From an optimization exercise on the open Yosys and OpenROAD flow, aimed at small area; shortcuts taken in it are not production practice.
The RTL was checked by simulation tests, not by an equivalence proof against the original design.
Power and IR drop assume default switching activity.

==> flow/design.v, too long to show whole: its modules and the start of the top module <==
// module connect4_core: 3748 lines
module connect4_core(Clk, Reset, Left1, Right1, Drop1, Start1, Left2, Right2, Drop2, Start2, VGA_Red0, VGA_Green0, VGA_Blue0, VGA_Red1, VGA_Green1, VGA_Blue1, VGA_Red2, VGA_Green2, VGA_Hsync, VGA_Vsync, Ld6
, Ld5, Ld4, Ld3, Ld2, Ld1, Ld0, board, colors, selected_col, player, game_over, winner, start_state, end_state);
  // ...
==> flow/run.sh <==
#!/bin/bash
# synth_recipe.tcl (not shown) runs the flow's synth.tcl, then flattens the netlist and writes it again
# the make line also repeats each setting of config.mk as NAME=value (left out here)
make -C /OpenROAD-flow-scripts/flow DESIGN_CONFIG=/design/flow/config.mk WORK_HOME=/design/flow/orfs CLKGATE_MAP_FILE= SYNTH_SCRIPT=/design/flow/synth_recipe.tcl finish
==> flow/config.mk <==
export PLATFORM = sky130hd
export DESIGN_NAME = connect4_core
export DESIGN_NICKNAME = connect4_core
export VERILOG_FILES = /design/flow/design.v
export SDC_FILE = /design/flow/constraint.sdc
export NUM_CORES = 4
export LEC_CHECK = 0
export ABC_AREA = 1
export CAP_MARGIN = 20
export CORE_MARGIN = 2
export CORE_UTILIZATION = 40
export SLEW_MARGIN = 20
==> flow/constraint.sdc <==
create_clock -name core_clock -period 10.0 [get_ports {Clk}]
set_input_delay 2.0000 -clock core_clock [delete_from_list [all_inputs] [get_ports {Clk}]]
set_output_delay 2.0000 -clock core_clock [all_outputs]
set_load 0.01 [all_outputs]
==> impl_metrics.csv, run 1 <==
group,metric,value,unit
logic_synthesis,synth_top_family_by_area,"simple AND/OR/NAND/NOR gates",
logic_synthesis,yosys_warnings,1,
global_routing,antenna_found_initial,1,
die,core_area,0.0235,mm^2
logic_synthesis,ys.flop_type,"dfxtp_1",
setup_path,endpoint,"winner[0]",
die,fp.dieArea,0.0254,mm^2
pwr,clockPowerShare,0.215,
timing,rsz0062_at_grt,"false",
worst_hold_path,whs_endpoint,"vga_display_mod.X[0]",
setup_path,slowest_stage,"clkdlybuf4s50_1",
setup_path,cp_max_fo,50,
logic_synthesis,yosys.area_share.simple,0.412,
timing,finalCritPeriodShare,0.555,
cts,ctsResizeCount,0,
placement,dp.cells,2121,
final_layout,multi_input_area,0.00666,mm^2
timing,maxSlewViolCount,0,
logic_synthesis,avgSynthCellArea,5.64,um^2
final_layout,multi_input_area_share,0.585,
final_layout,clock_tree_area_fraction,0.0264,
detailed_routing,via_count,12492,
setup_path,path_buf_inv,2,
run_status,status,"no timing/DRC/antenna violations",
setup_path,critPathArrivalTime,3.55,ns
final_layout,seqCellArea,0.00174,mm^2
setup_path,cp_common_cell,"nand2_1",
logic_synthesis,async_flop_share,0.0349,
detailed_routing,m1WireLength,21700,um
cts,path_clk_slew,0.09,ns
pwr,power_density,152,mW/mm^2
final_layout,final_common_cell,"nand2_1",
==> run 2: changes to the inputs <==
==> flow/flow/run.sh (new file) <==
#!/bin/bash
# Layout flow: the standard flow (standard.sh, unchanged synthesis script
# and register set) with these changes:
#  - ABC maps the logic for area (amap, flow/abc_area.script) instead of the
#    delay-aware map of ORFS's abc_area.script (the clock period is generous);
#  - yosys leaves half/full adders to ABC (ADDER_MAP_FILE empty);
#  - ports are buffered with buf_1 cells;
#  - the clock tree is built from clkbuf_8 cells, without dummy loads.
# Each tool's output is in orfs/logs/; make's own output is in standard.log.
set -uo pipefail
W=$(pwd)
mkdir -p scripts
for f in "$FLOW_HOME"/scripts/*; do ln -sf "$f" scripts/; done
rm -f scripts/abc_area.script
cp flow/abc_area.script scripts/abc_area.script
export SCRIPTS_DIR="$W/scripts"
export ADDER_MAP_FILE=
export BUFFER_PORTS_ARGS="-buffer_cell sky130_fd_sc_hd__buf_1"
export CTS_ARGS="-sink_clustering_enable -repair_clock_nets -buf_list sky130_fd_sc_hd__clkbuf_8 -dont_use_dummy_load"
bash standard.sh > standard.log 2>&1
==> flow/flow/abc_area.script (new file) <==
strash
dch -f
amap -m
topo
==> flow/standard.sh (new file) <==
#!/bin/bash
# synth_recipe.tcl (not shown) runs the flow's synth.tcl, then flattens the netlist and writes it again
# the make line also repeats each setting of config.mk as NAME=value (left out here)
make -C /OpenROAD-flow-scripts/flow DESIGN_CONFIG=/design/flow/config.mk WORK_HOME=/design/flow/orfs CLKGATE_MAP_FILE= SYNTH_SCRIPT=/design/flow/synth_recipe.tcl "${@:-finish}"
--- a/flow/config.mk
+++ b/flow/config.mk
@@ -9,4 +9,4 @@
 export CAP_MARGIN = 20
 export CORE_MARGIN = 2
-export CORE_UTILIZATION = 40
+export CORE_UTILIZATION = 55
 export SLEW_MARGIN = 20
removed: flow/run.sh
==> impl_metrics.csv, run 2 <==
group,metric,value,unit
run_status,status,"no timing/DRC/antenna violations",
setup_path,critPathArrivalTime,4.56,ns
die,rows,44,
detailed_routing,via_count,11764,
cts,htree_levels,3,
timing,period_minus_slack,6.56,ns
final_layout,layoutNonFillerInstCount,1650,
detailed_routing,drt-initial-drc-count,2230,
logic_synthesis,synth_cell_types,54,
cts,ctsResizeCount,0,
logic_synthesis,yosys.area.top_type_share,0.207,
cts,clkSinkCount,86,
placement,place_area,0.00870,mm^2
final_layout,reg_top3,"vga_display_mod.X: 10 flops, vga_display_mod.Y: 10 flops",
logic_synthesis,ys.flop_type,"dfxtp_1",
die,io_pins,120,
cts,cts_hold_buf,0,
final_layout,final_cell_area,0.00883,mm^2
final_layout,fin_util,0.614,
global_routing,grt_max_degree,63,
die,core_area,0.0144,mm^2
worst_hold_path,hold_class,"flop to flop",
pwr,ir_drop,76.0,uV
cts,clkLatencyLatePin,0.39,ns
setup_path,cp-start-kind,"flop",
logic_synthesis,netlist_top_cells_count,"nor2_1, clkinv_1, nand2_1",
die,chipWidth,125,um
detailed_routing,ant_nets,0,
setup_path,worstPathRequired,8.00,ns
global_routing,grt_pass1_wl,57400,um
global_routing,grt_usage,0.464,
cts,cts_root_buf,"clkbuf_8",
logic_synthesis,synth_edf_count,0,
detailed_routing,firstDrtPassIters,11,
timing,final_hold_viol_count,0,
global_routing,grt.overflow.total,0,
timing,setup_viol,0,
placement,dp.cells,1640,
cts,cts_tree,"built",
placement,dp_hpwl,29400,um
logic_synthesis,yosys_warnings,1,
logic_synthesis,async_flop_share,0.0349,
logic_synthesis,ys_seq_elements,86,
pwr,p_leak,2.85,nW
timing,skew,0.0222,ns
timing,rsz0062_at_grt,"false",
cts,path_clk_slew,0.10,ns
logic_synthesis,syn_area,0.00802,mm^2
detailed_routing,wl_per_cell,22.8,um
final_layout,final_common_cell,"nor2_1",
timing,slew_headroom,0.191,
timing,maxSlewViolCount,0,
logic_synthesis,synth_seq_area_share,0.217,
pwr,power_density,66.2,mW/mm^2
timing,fin_hold_ws,0.523,ns
die,fp.dieArea,0.0156,mm^2
global_routing,antenna_found_initial,1,
detailed_routing,drc_errors,0,
logic_synthesis,syn-num-nets,1348,
global_routing,grt_pass1_vias,10294,
run,drv_cap,0,
logic_synthesis,synth_area_leaders,"dfxtp_1, nor2_1, clkinv_1, o21ai_0, nor3_1",
cts,cts_buffer_depth,2,
placement,io_buffers,119,
logic_synthesis,syn_inst,1338,
cts,post_cts_buffers,0,
cts,numCtsBuffers,9,
final_layout,drive_gt1_frac,0.0157,
die,initial_core_util,0.558,
die,die_y,125,um
final_layout,mostFrequentLayoutCells,"nor2_1, clkinv_1, buf_1",
final_layout,finalNetCount,1477,
setup_path,critPathKind,"flop to output port",
timing,tns,0,ns
timing,fmax,153,MHz
logic_synthesis,avgSynthCellArea,5.99,um^2
setup_path,end_kind,"output port",
timing,tightest_slew,1.20,ns
setup_path,cp_max_fo,7,
timing,finalCritPeriodShare,0.656,
detailed_routing,viasPerCell,7.13,
logic_synthesis,synth_most_common_cell,"nor2_1",
logic_synthesis,synth_top_area_cell,"dfxtp_1",
final_layout,syn2layout_area_growth,10.1,%
detailed_routing,wirelength,37600,um
placement,gp_congestion,1.17,
==> run 2: power breakdown <==
part	switching (W)	internal (W)	leakage, nW	total [W]
combinational	0.0000181	0.00000612	2.08	0.0000243
sequential	0.00000245	0.000344	0.699	0.000347
clock	0.000132	0.0000811	0.0647	0.000213
total	0.000153	0.000431	2.85	0.000584
==> run 2: area by class of cell <==
type	count	area, um^2
diodes	1	2.50
inverters	207	777
flip-flops and latches	86	1740
clock buffers	9	124
well taps	184	230
repair buffers	130	529
fillers	1425	5540
multi-input cells	1033	5430
==> run 2: stage by stage <==
stage	worst slack (ns)	power [W]
2_1_floorplan	3.48	0.000369
3_3_place_gp	4.33	0.000377
3_5_place_dp	4.08	0.000377
4_1_cts	3.64	0.000581
5_1_grt	3.06	0.000593
6_report	3.44	0.000584
==> run 2: routing by layer <==
layer / track usage / wire, um / vias to the layer above
met1: 0.638 / 14200 / 5216
met3: 0.174 / 6800 / 246
li1: - / - / 5067
met4: 0.212 / 2000 / 0
met5: 0 / 0 / -
met2: 0.640 / 14600 / 1235
==> run 2: final timing paths <==
kind	start	endpoint	slack (ns)	cells after the start
setup / recovery	n3370	winner[0]	3.44	20
hold / removal	n3368	n3368	0.52	2
setup reg to reg	vga_display_mod.X[9]	VGA_Blue0	4.27	23
hold reg to reg	n3368	n3368	0.52	2
max in group asynchronous	Reset	connect_four_mod.state[0]	8.37	2
min in group asynchronous	Reset	connect_four_mod.state[1]	1.51	2
==> run 2: cells by family (layout without fill, tap and decap cells) <==
family,Yosys count,in the layout,synth area share
buffers and inverters,219,346,0.108
AND/OR/NAND/NOR,632,632,0.331
other,0,1,0
AO/OA/AOI/OAI,401,401,0.344
flip-flops,86,86,0.217
==> run 2: worst max-delay path, stage by stage (launching register included) <==
cell and delay [ns]:
dfxtp_1 0.38, nor2_1 0.37, clkinv_1 0.21, nor2_1 0.47, clkinv_1 0.23, nor2_1 0.24, clkinv_1 0.14, nor2_1 0.27
clkinv_1 0.13, nor2_1 0.21, nor2_1 0.14, a22oi_1 0.19, nor4_1 0.07, nor2_1 0.11, o21ai_0 0.09, nor3_1 0.21
nand2_1 0.08, a21oi_1 0.18, or3_1 0.25, nor2_1 0.06, buf_1 0.15

[port drivers added, routing unchanged]
The results above use ideal ports. As a check the final layouts listed here were re-extracted and re-timed, cells and wires unchanged.
Step 1: set_driving_cell puts a clkbuf_16 on Clk and a buf_2 on each other input, an assumption about the parent block.
Step 2 adds t to the input delays and takes it off the output delays; t is the mean of the earliest and latest rising clock arrival at the registers after step 1. Input paths then give back, and output paths get back, about the clock's delay inside the block.
Slacks: ideal / step 1 / step 2; pairs: ideal / step 1.
run | t (ns) | setup WS [ns] | worst setup path at the end | slew at the worst register clock pin (ns)
run 1 | 0.410 | 4.447 / 4.398 / 4.808 | register to output | 0.09 / 0.09
run 2 | 0.414 | 3.444 / 3.405 / 3.819 | register to output | 0.10 / 0.10
After both steps every run listed still meets setup and hold.
